From an optimization exercise on the open Yosys and OpenROAD flow, aimed at small area, a short achievable clock period and few clock cycles per item; shortcuts taken in it are not production practice. At most, simulation tests tie the RTL to the original design; equivalence was not proved.

==> flow/design.v <==
`timescale 1ns/10ps
module SVD (
    clk,
    rst,
    we,
    oe,
    data_i,
    element_sel,
    ready,
    data_o_UV,
    data_o_S
);
input                clk;
input                rst;
input                we;
input                oe;
input         [1:0]  element_sel;
input         [4:0]  data_i;
output reg           ready;
output        [7:0]  data_o_UV;
output        [6:0]  data_o_S;
localparam IDLE = 2'd0;
localparam BUSY = 2'd1;
localparam OUT  = 2'd2;
reg  [1:0] st;
reg  [4:0] cnt;       
reg  [1:0] q;         
reg        kodd;      
reg        nf0, nf1;  
reg  [4:0] lo;        
reg  signed [17:0] R0, R1, R2, R3;
reg  signed [10:0] A0, A1, A2, A3;
reg  signed [10:0] B0, B1, B2, B3;
wire [4:0] cn = (st == IDLE) ? 5'd0 : (cnt == 5'd31) ? 5'd31 : cnt + 5'd1;
wire [4:0] jn = cn - 5'd7;
reg        rot, c7, sg, uvg, u27, u29;
reg  [3:0] sh, shn;    
always @(posedge clk or negedge rst) begin
    if (!rst) begin
        rot <= 1'b0; c7 <= 1'b0; sg <= 1'b0; uvg <= 1'b0; u27 <= 1'b0; u29 <= 1'b0;
        sh <= 4'd0; shn <= 4'hf;
    end else begin
        rot <= (cn >= 5'd7) & (cn <= 5'd26);
        c7  <= (st != OUT) & (cn == 5'd7);
        sh  <= jn[4:1];
        shn <= ~jn[4:1];
        sg  <= (cn == 5'd27) | (cn == 5'd28);
        uvg <= (cn >= 5'd26) & (cn <= 5'd29);
        u27 <= (cn == 5'd27);
        u29 <= (cn == 5'd29);
    end
end
reg  nz;
always @(*) begin
    case (q)
        2'd0: nz = |R2;
        2'd1: nz = |R3;
        2'd2: nz = |R1;
        default: nz = |R0;
    endcase
end
wire en   = rot & nz;
reg  sa;
function [17:0] addsub18;
    input [17:0] x;
    input [17:0] y;
    input        sub;
    reg   [18:0] t;
    begin
        t = {x, 1'b1} + {y ^ {18{sub}}, sub};
        addsub18 = t[18:1];
    end
endfunction
function [10:0] addsub11;
    input [10:0] x;
    input [10:0] y;
    input        sub;
    reg   [11:0] t;
    begin
        t = {x, 1'b1} + {y ^ {11{sub}}, sub};
        addsub11 = t[11:1];
    end
endfunction
function [17:0] shr18;
    input [17:0] x;
    input [3:0]  n;
    reg   [17:0] f;
    begin
        f = $signed(x) >>> n[1:0];
        shr18 = n[3] ? {{8{f[17]}}, f[17:8]} : n[2] ? {{4{f[17]}}, f[17:4]} : f;
    end
endfunction
function [10:0] shr11;
    input [10:0] x;
    input [3:0]  n;
    reg   [10:0] f;
    begin
        f = $signed(x) >>> n[1:0];
        shr11 = n[3] ? {{8{f[10]}}, f[10:8]} : n[2] ? {{4{f[10]}}, f[10:4]} : f;
    end
endfunction
wire [17:0] y0_s = shr18(R2, sh);
wire [17:0] y2_s = shr18(R0, sh);
wire [17:0] y1_s = shr18(R3, sh);
wire [17:0] y3_s = shr18(R1, sh);
wire [17:0] a3v = {{2{data_i[4]}}, data_i[3:0], lo, 7'd0};
wire [17:0] y1 = c7 ? a3v : y1_s;
wire [17:0] x3 = c7 ? a3v : R3;
wire [17:0] s0 = en ? addsub18(R0, y0_s, sa) : R0;
wire [17:0] s2 = en ? addsub18(R2, y2_s, ~sa) : R2;
wire [17:0] s1 = en ? addsub18(R1, y1, sa) : R1;
wire [17:0] s3 = en ? addsub18(x3, y3_s, ~sa) : x3;
wire [3:0]  shu = ~shn;
wire [10:0] z0 = shr11(A1, shu);
wire [10:0] z1 = shr11(A0, shu);
wire [10:0] z2 = shr11(A3, shu);
wire [10:0] z3 = shr11(A2, shu);
wire [1:0] qn = q + 2'd1;
wire dn = (qn[0] ^ qn[1]) ? (s0[17] ^ s1[17]) : (s2[17] ^ s3[17]);
always @(posedge clk) sa <= dn ^ qn[1];
wire [10:0] u0 = en ? addsub11(A0, z0, sa) : A0;
wire [10:0] u1 = en ? addsub11(A1, z1, ~sa) : A1;
wire [10:0] u2 = en ? addsub11(A2, z2, sa) : A2;
wire [10:0] u3 = en ? addsub11(A3, z3, ~sa) : A3;
function [17:0] gainS;
    input [17:0] x;
    input        neg;
    reg   [26:0] xs;
    reg   [26:0] t;
    begin
        xs = {{9{x[17]}}, x};
        t = (xs << 8) - (xs << 6) - (xs << 2) - {17'd0, neg, 9'd0};
        gainS = t[26:9] ^ {18{neg}};
    end
endfunction
function [10:0] gainUV;
    input [10:0] x;
    input        neg;
    reg   [19:0] xs;
    reg   [19:0] t;
    begin
        xs = {{9{x[10]}}, x};
        t = (xs << 8) + (xs << 6) - (xs << 4) + (xs << 2) + xs - {10'd0, neg, 9'd0};
        gainUV = t[19:9] ^ {11{neg}};
    end
endfunction
wire sgain  = sg;
wire uvgain = uvg;
wire uvn0   = (u27 & nf0) | (u29 & nf1);
always @(posedge clk or negedge rst) begin
    if (!rst) begin
        st    <= IDLE;
        cnt   <= 5'd0;
        q     <= 2'd0;
        ready <= 1'b1;
        kodd  <= 1'b0;
    end else begin
        q <= (st == IDLE) ? 2'd1 : q + 2'd1;
        case (st)
            IDLE: begin
                cnt <= 5'd0;
                if (we) st <= BUSY;
            end
            BUSY: begin
                if (cnt != 5'd31) cnt <= cnt + 5'd1;
                if (cnt == 5'd0) ready <= 1'b0;
                if (cnt == 5'd26) ready <= 1'b1;    
                kodd <= 1'b1;
                if (oe && cnt >= 5'd28) st <= OUT;
            end
            OUT: begin
                if (cnt != 5'd31) cnt <= cnt + 5'd1;
                kodd <= ~kodd;
                if (!kodd && element_sel == 2'd3) st <= IDLE;
            end
            default: st <= IDLE;
        endcase
    end
end
wire load = (st == BUSY) & ~cnt[4] & ~cnt[3];
wire [17:0] ldv = {{2{data_i[4]}}, data_i[3:0], lo, 7'd0};
wire ldR2 = load & (cnt[2:0] == 3'd1);
wire ldR3 = load & cnt[0] & (cnt[2] ^ cnt[1]);
wire ldI  = load & (cnt[2:0] == 3'd6);
always @(posedge clk) begin
    if (load & ~cnt[0]) lo <= data_i;
    if (uvg & ~u27 & ~u29 & ~sg) begin
        nf0 <= s2[17];
        nf1 <= s1[17];
    end
    R0 <= s2;
    R1 <= sgain ? gainS(R0, nf0) : s0;
    R2 <= sgain ? gainS(R3, nf1) : (ldR2 ? ldv : s3);
    R3 <= ldR3 ? ldv : s1;
    if (ldI) begin
        A0 <= 11'd512; A1 <= 11'd0; A2 <= 11'd0; A3 <= 11'd512;
        B0 <= 11'd512; B1 <= 11'd0; B2 <= 11'd0; B3 <= 11'd512;
    end else begin
        A0 <= uvgain ? gainUV(B0, uvn0) : B0;
        A1 <= B1;
        A2 <= uvgain ? gainUV(B2, uvn0) : B2;
        A3 <= B3;
        B0 <= u1; B1 <= u0; B2 <= u3; B3 <= u2;
    end
end
wire [1:0] qx = (st == IDLE) ? 2'd1 : q + 2'd1;
wire       kn = (st == BUSY) ? 1'b1 : (st == OUT) ? ~kodd : kodd;
wire bkn = kn ? qx[0] : ~qx[0];
wire swn = kn ? (qx[0] ^ qx[1]) : qx[1];
reg [1:0] qs0, qs1, qs2, qs3, us0, us1, us2, us3;
always @(posedge clk) begin
    qs0 <= qx;
    qs1 <= qx + 2'd1;
    qs2 <= qx + 2'd3;
    qs3 <= qx + 2'd2;
    us0 <= {bkn, swn};
    us1 <= {bkn, ~swn};
    us2 <= {~bkn, swn};
    us3 <= {~bkn, ~swn};
end
wire outen = (st == OUT);
wire [6:0] H0 = {7{outen}} & (kodd ? R0[10:4] : R0[17:11]);
wire [6:0] H1 = {7{outen}} & (kodd ? R1[10:4] : R1[17:11]);
wire [6:0] H2 = {7{outen}} & (kodd ? R2[10:4] : R2[17:11]);
wire [6:0] H3 = {7{outen}} & (kodd ? R3[10:4] : R3[17:11]);
function [6:0] hp;
    input [1:0] p;
    input [6:0] h0, h1, h2, h3;
    case (p)
        2'd0: hp = h0;
        2'd1: hp = h1;
        2'd2: hp = h3;
        default: hp = h2;
    endcase
endfunction
wire [6:0] BS0 = hp(qs0, H0, H1, H2, H3);
wire [6:0] BS1 = hp(qs1, H0, H1, H2, H3);
wire [6:0] BS2 = hp(qs2, H0, H1, H2, H3);
wire [6:0] BS3 = hp(qs3, H0, H1, H2, H3);
function [7:0] uvb;
    input [1:0]  sel;
    input        en;
    input [10:0] v0, v1, v2, v3;
    reg   [10:0] v;
    begin
        case (sel)
            2'd0: v = v0;
            2'd1: v = v1;
            2'd2: v = v2;
            default: v = v3;
        endcase
        uvb = {8{en}} & v[10:3];
    end
endfunction
wire [7:0] BU0 = uvb(us0, outen, A0, A1, B0, B1);
wire [7:0] BU1 = uvb(us1, outen, A0, A1, B0, B1);
wire [7:0] BU2 = uvb(us2, outen, B2, B3, A2, A3);
wire [7:0] BU3 = uvb(us3, outen, B2, B3, A2, A3);
reg [6:0] os;
reg [7:0] ou;
always @(*) begin
    case (element_sel)
        2'd0: begin os = BS0; ou = BU0; end
        2'd1: begin os = BS1; ou = BU1; end
        2'd2: begin os = BS2; ou = BU2; end
        default: begin os = BS3; ou = BU3; end
    endcase
end
assign data_o_S  = os;
assign data_o_UV = ou;
endmodule
Settings: LEC_CHECK=0, CAP_MARGIN=20, CORE_MARGIN=2, CORE_UTILIZATION=40, SETUP_SLACK_MARGIN=3.2, SLEW_MARGIN=20; clock period 8.0 ns.
run.sh (not shown) runs the stock make flow with config.mk's settings and CLKGATE_MAP_FILE= SYNTH_SCRIPT=/design/flow/synth_recipe.tcl, a recipe that flattens the netlist after the stock synthesis.
Rerun with:
--- a/flow/design.v
+++ b/flow/design.v
@@ -30,24 +30,25 @@
 reg  [4:0] lo;        
 reg  signed [17:0] R0, R1, R2, R3;
 reg  signed [10:0] A0, A1, A2, A3;
 reg  signed [10:0] B0, B1, B2, B3;
 wire [4:0] cn = (st == IDLE) ? 5'd0 : (cnt == 5'd31) ? 5'd31 : cnt + 5'd1;
 wire [4:0] jn = cn - 5'd7;
-reg        rot, c7, sg, uvg, u27, u29;
+reg        rot, c7, sg, sn1, uvg, u27, u29;
 reg  [3:0] sh, shn;    
 always @(posedge clk or negedge rst) begin
     if (!rst) begin
-        rot <= 1'b0; c7 <= 1'b0; sg <= 1'b0; uvg <= 1'b0; u27 <= 1'b0; u29 <= 1'b0;
+        rot <= 1'b0; c7 <= 1'b0; sg <= 1'b0; sn1 <= 1'b0; uvg <= 1'b0; u27 <= 1'b0; u29 <= 1'b0;
         sh <= 4'd0; shn <= 4'hf;
     end else begin
         rot <= (cn >= 5'd7) & (cn <= 5'd26);
         c7  <= (st != OUT) & (cn == 5'd7);
         sh  <= jn[4:1];
         shn <= ~jn[4:1];
-        sg  <= (cn == 5'd27) | (cn == 5'd28);
+        sg  <= (cn >= 5'd27) & (cn <= 5'd30);
+        sn1 <= (cn == 5'd29) | (cn == 5'd30);
         uvg <= (cn >= 5'd26) & (cn <= 5'd29);
         u27 <= (cn == 5'd27);
         u29 <= (cn == 5'd29);
     end
 end
 reg  nz;
@@ -161,15 +162,15 @@
                 cnt <= 5'd0;
                 if (we) st <= BUSY;
             end
             BUSY: begin
                 if (cnt != 5'd31) cnt <= cnt + 5'd1;
                 if (cnt == 5'd0) ready <= 1'b0;
-                if (cnt == 5'd26) ready <= 1'b1;    
+                if (cnt == 5'd28) ready <= 1'b1;
                 kodd <= 1'b1;
-                if (oe && cnt >= 5'd28) st <= OUT;
+                if (oe && cnt >= 5'd30) st <= OUT;
             end
             OUT: begin
                 if (cnt != 5'd31) cnt <= cnt + 5'd1;
                 kodd <= ~kodd;
                 if (!kodd && element_sel == 2'd3) st <= IDLE;
             end
@@ -186,14 +187,14 @@
     if (load & ~cnt[0]) lo <= data_i;
     if (uvg & ~u27 & ~u29 & ~sg) begin
         nf0 <= s2[17];
         nf1 <= s1[17];
     end
     R0 <= s2;
-    R1 <= sgain ? gainS(R0, nf0) : s0;
-    R2 <= sgain ? gainS(R3, nf1) : (ldR2 ? ldv : s3);
+    R1 <= sgain ? gainS(R0, sn1 ? nf1 : nf0) : s0;
+    R2 <= ldR2 ? ldv : s3;
     R3 <= ldR3 ? ldv : s1;
     if (ldI) begin
         A0 <= 11'd512; A1 <= 11'd0; A2 <= 11'd0; A3 <= 11'd512;
         B0 <= 11'd512; B1 <= 11'd0; B2 <= 11'd0; B3 <= 11'd512;
     end else begin
         A0 <= uvgain ? gainUV(B0, uvn0) : B0;
@@ -216,16 +217,27 @@
     us0 <= {bkn, swn};
     us1 <= {bkn, ~swn};
     us2 <= {~bkn, swn};
     us3 <= {~bkn, ~swn};
 end
 wire outen = (st == OUT);
-wire [6:0] H0 = {7{outen}} & (kodd ? R0[10:4] : R0[17:11]);
-wire [6:0] H1 = {7{outen}} & (kodd ? R1[10:4] : R1[17:11]);
-wire [6:0] H2 = {7{outen}} & (kodd ? R2[10:4] : R2[17:11]);
-wire [6:0] H3 = {7{outen}} & (kodd ? R3[10:4] : R3[17:11]);
+wire stn_out = (st == BUSY) ? (oe && cnt >= 5'd30) :
+               (st == OUT)  ? ~(!kodd && element_sel == 2'd3) : 1'b0;
+reg  hl, hh;
+always @(posedge clk or negedge rst) begin
+    if (!rst) begin
+        hl <= 1'b0; hh <= 1'b0;
+    end else begin
+        hl <= stn_out & kn;
+        hh <= stn_out & ~kn;
+    end
+end
+wire [6:0] H0 = ({7{hl}} & R0[10:4]) | ({7{hh}} & R0[17:11]);
+wire [6:0] H1 = ({7{hl}} & R1[10:4]) | ({7{hh}} & R1[17:11]);
+wire [6:0] H2 = ({7{hl}} & R2[10:4]) | ({7{hh}} & R2[17:11]);
+wire [6:0] H3 = ({7{hl}} & R3[10:4]) | ({7{hh}} & R3[17:11]);
 function [6:0] hp;
     input [1:0] p;
     input [6:0] h0, h1, h2, h3;
     case (p)
         2'd0: hp = h0;
         2'd1: hp = h1;
Outcome: Die area came out lower by a little under a tenth. Wire length drops by roughly a tenth. Global-route usage drops by 0.25 points. Setup slack gets worse by 16 ps. Cell area decreases by a little under a tenth.
No run of this note included a check of the RTL's function; only the layout flow was run.

* * *

Another version of the RTL of SVD (not shown whole).
Size in the first run: ~3100 cells after synthesis, roughly 200 flip-flops, about 27 I/O pins.
Design SVD, start of the top module:
module SVD (
    clk,
    rst,
    we,
    oe,
    data_i,
    element_sel,
    ready,
    data_o_UV,
    data_o_S
);
input                clk;
input                rst;
input                we;
input                oe;
input         [1:0]  element_sel;
input         [4:0]  data_i;
output reg           ready;
output        [7:0]  data_o_UV;
output        [6:0]  data_o_S;
localparam IDLE = 2'd0;
localparam BUSY = 2'd1;
localparam OUT  = 2'd2;
reg  [1:0] st;
reg  [4:0] cnt;       
reg  [1:0] q;         
reg        kodd;      
reg        nf0, nf1;  
reg  [4:0] lo;        
reg  signed [17:0] R0, R1, R2, R3;
reg  signed [10:0] A0, A1, A2, A3;
reg  signed [10:0] B0, B1, B2, B3;
wire [4:0] cn = (st == IDLE) ? 5'd0 : (cnt == 5'd31) ? 5'd31 : cnt + 5'd1;
wire [4:0] jn = cn - 5'd7;
reg        rot, c7, sg, sn1, uvg, u27, u29;
reg  [3:0] sh, shn;    
always @(posedge clk or negedge rst) begin
    if (!rst) begin
        rot <= 1'b0; c7 <= 1'b0; sg <= 1'b0; sn1 <= 1'b0; uvg <= 1'b0; u27 <= 1'b0; u29 <= 1'b0;
        sh <= 4'd0; shn <= 4'hf;
    end else begin
        rot <= (cn >= 5'd7) & (cn <= 5'd26);
        c7  <= (st != OUT) & (cn == 5'd7);
        sh  <= jn[4:1];
        shn <= ~jn[4:1];
        sg  <= (cn >= 5'd27) & (cn <= 5'd30);
        sn1 <= (cn == 5'd29) | (cn == 5'd30);
        uvg <= (cn >= 5'd26) & (cn <= 5'd29);
        u27 <= (cn == 5'd27);
        u29 <= (cn == 5'd29);
    end
end
reg  nz;
always @(*) begin
    case (q)
        2'd0: nz = |R2;
        2'd1: nz = |R3;
        2'd2: nz = |R1;
        default: nz = |R0;
    endcase
end
wire en   = rot & nz;
reg  sa;
function [17:0] addsub18;
    input [17:0] x;
    input [17:0] y;
    input        sub;
    reg   [18:0] t;
    begin
        t = {x, 1'b1} + {y ^ {18{sub}}, sub};
        addsub18 = t[18:1];
    end
endfunction
function [10:0] addsub11;
    input [10:0] x;
    input [10:0] y;
    input        sub;
    reg   [11:0] t;
    begin
        t = {x, 1'b1} + {y ^ {11{sub}}, sub};
        addsub11 = t[11:1];
    end
endfunction
function [17:0] shr18;
    input [17:0] x;
    input [3:0]  n;
    reg   [17:0] f;
    begin
        f = $signed(x) >>> n[1:0];
        shr18 = n[3] ? {{8{f[17]}}, f[17:8]} : n[2] ? {{4{f[17]}}, f[17:4]} : f;
    end
endfunction
  ...
Settings: LEC_CHECK=0, CAP_MARGIN=20, CORE_MARGIN=2, CORE_UTILIZATION=40, SETUP_SLACK_MARGIN=3.2, SLEW_MARGIN=20; clock period 8.0 ns.
The first run went through all stages and came out clean.
Testbench counts at the start, summed over its fixed seeds: cycles 7,680, items 192.
==> next run, changes <==
--- a/flow/design.v
+++ b/flow/design.v
@@ -113,22 +113,22 @@
 wire [17:0] s3 = en ? addsub18(x3, y3_s, ~sa) : x3;
 wire [3:0]  shu = ~shn;
 wire [10:0] z0 = shr11(A1, shu);
 wire [10:0] z1 = shr11(A0, shu);
 wire [10:0] z2 = shr11(A3, shu);
 wire [10:0] z3 = shr11(A2, shu);
 wire [1:0] qn = q + 2'd1;
 wire dn = (qn[0] ^ qn[1]) ? (s0[17] ^ s1[17]) : (s2[17] ^ s3[17]);
 always @(posedge clk) sa <= dn ^ qn[1];
-wire [10:0] u0 = en ? addsub11(A0, z0, sa) : A0;
-wire [10:0] u1 = en ? addsub11(A1, z1, ~sa) : A1;
-wire [10:0] u2 = en ? addsub11(A2, z2, sa) : A2;
-wire [10:0] u3 = en ? addsub11(A3, z3, ~sa) : A3;
+wire [10:0] u0 = addsub11(A0, z0 & {11{en}}, sa);
+wire [10:0] u1 = addsub11(A1, z1 & {11{en}}, ~sa);
+wire [10:0] u2 = addsub11(A2, z2 & {11{en}}, sa);
+wire [10:0] u3 = addsub11(A3, z3 & {11{en}}, ~sa);
 function [17:0] gainS;
     input [17:0] x;
     input        neg;
     reg   [26:0] xs;
     reg   [26:0] t;
     begin
         xs = {{9{x[17]}}, x};
         t = (xs << 8) - (xs << 6) - (xs << 2) - {17'd0, neg, 9'd0};
         gainS = t[26:9] ^ {18{neg}};
@@ -159,19 +159,19 @@
         q <= (st == IDLE) ? 2'd1 : q + 2'd1;
         case (st)
             IDLE: begin
                 cnt <= 5'd0;
                 if (we) st <= BUSY;
             end
             BUSY: begin
                 if (cnt != 5'd31) cnt <= cnt + 5'd1;
                 if (cnt == 5'd0) ready <= 1'b0;
-                if (cnt == 5'd28) ready <= 1'b1;
+                if (cnt == 5'd28) ready <= 1'b1;    
                 kodd <= 1'b1;
                 if (oe && cnt >= 5'd30) st <= OUT;
             end
             OUT: begin
                 if (cnt != 5'd31) cnt <= cnt + 5'd1;
                 kodd <= ~kodd;
                 if (!kodd && element_sel == 2'd3) st <= IDLE;
             end
             default: st <= IDLE;
@@ -214,22 +214,33 @@
     qs1 <= qx + 2'd1;
     qs2 <= qx + 2'd3;
     qs3 <= qx + 2'd2;
     us0 <= {bkn, swn};
     us1 <= {bkn, ~swn};
     us2 <= {~bkn, swn};
     us3 <= {~bkn, ~swn};
 end
 wire outen = (st == OUT);
-wire [6:0] H0 = {7{outen}} & (kodd ? R0[10:4] : R0[17:11]);
-wire [6:0] H1 = {7{outen}} & (kodd ? R1[10:4] : R1[17:11]);
-wire [6:0] H2 = {7{outen}} & (kodd ? R2[10:4] : R2[17:11]);
-wire [6:0] H3 = {7{outen}} & (kodd ? R3[10:4] : R3[17:11]);
+wire stn_out = (st == BUSY) ? (oe && cnt >= 5'd30) :
+               (st == OUT)  ? ~(!kodd && element_sel == 2'd3) : 1'b0;
+reg  hl, hh;
+always @(posedge clk or negedge rst) begin
+    if (!rst) begin
+        hl <= 1'b0; hh <= 1'b0;
+    end else begin
+        hl <= stn_out & kn;
+        hh <= stn_out & ~kn;
+    end
+end
+wire [6:0] H0 = ({7{hl}} & R0[10:4]) | ({7{hh}} & R0[17:11]);
+wire [6:0] H1 = ({7{hl}} & R1[10:4]) | ({7{hh}} & R1[17:11]);
+wire [6:0] H2 = ({7{hl}} & R2[10:4]) | ({7{hh}} & R2[17:11]);
+wire [6:0] H3 = ({7{hl}} & R3[10:4]) | ({7{hh}} & R3[17:11]);
 function [6:0] hp;
     input [1:0] p;
     input [6:0] h0, h1, h2, h3;
     case (p)
         2'd0: hp = h0;
         2'd1: hp = h1;
         2'd2: hp = h3;
         default: hp = h2;
     endcase
What happened: The new run passed the timing, design-rule and antenna checks. Final cell count decreases by a few percent. Non-clock buffer count went up by 25. First-iteration DRC count increases by a few percent. Maximum frequency is about the same. Area after synthesis shrinks by a few percent. Routed wire length grows slightly. Die area went down by a few percent. Critical path depth rises by 12. Design area fell slightly. Worst setup slack loses 0.011 ns. Core utilization increases by 1.2 points.
No functional check of the RTL was part of the second run of this note.

==> re-timing with driven ports <==
No port has a modelled driver above. Below, the same layouts with a new extraction and two added sets of constraints. Step 1 sets driving cells, clkbuf_16 on the clock port and buf_2 on the other inputs (assumed; they add their load-dependent delay and slew). Step 2 moves the port delays by t, midway between the first and last clock arrival at a register: inputs arrive t later, outputs are due t later. That takes back most of the time a late clock gives input paths. Slacks: ideal ports / drivers / drivers and shift; pairs: ideal ports / drivers.
run | t (ns) | setup WS [ns] | clock arrival spread, ns
the first run of note 1 | 0.621 | 3.244 / 3.119 / 2.953 | 0.024 / 0.025
the second run of note 1 | 0.600 | 3.228 / 3.138 / 3.138 | 0.024 / 0.024
the first run of note 2 | 0.620 | 3.244 / 3.180 / 2.884 | 0.016 / 0.016
the second run of note 2 | 0.629 | 3.233 / 3.173 / 3.034 | 0.014 / 0.015
After both steps setup and hold are still met in every run listed. The setup slack of the first run of note 2, which loses most, moves by -0.064 ns with the drivers and by -0.360 ns with both steps.
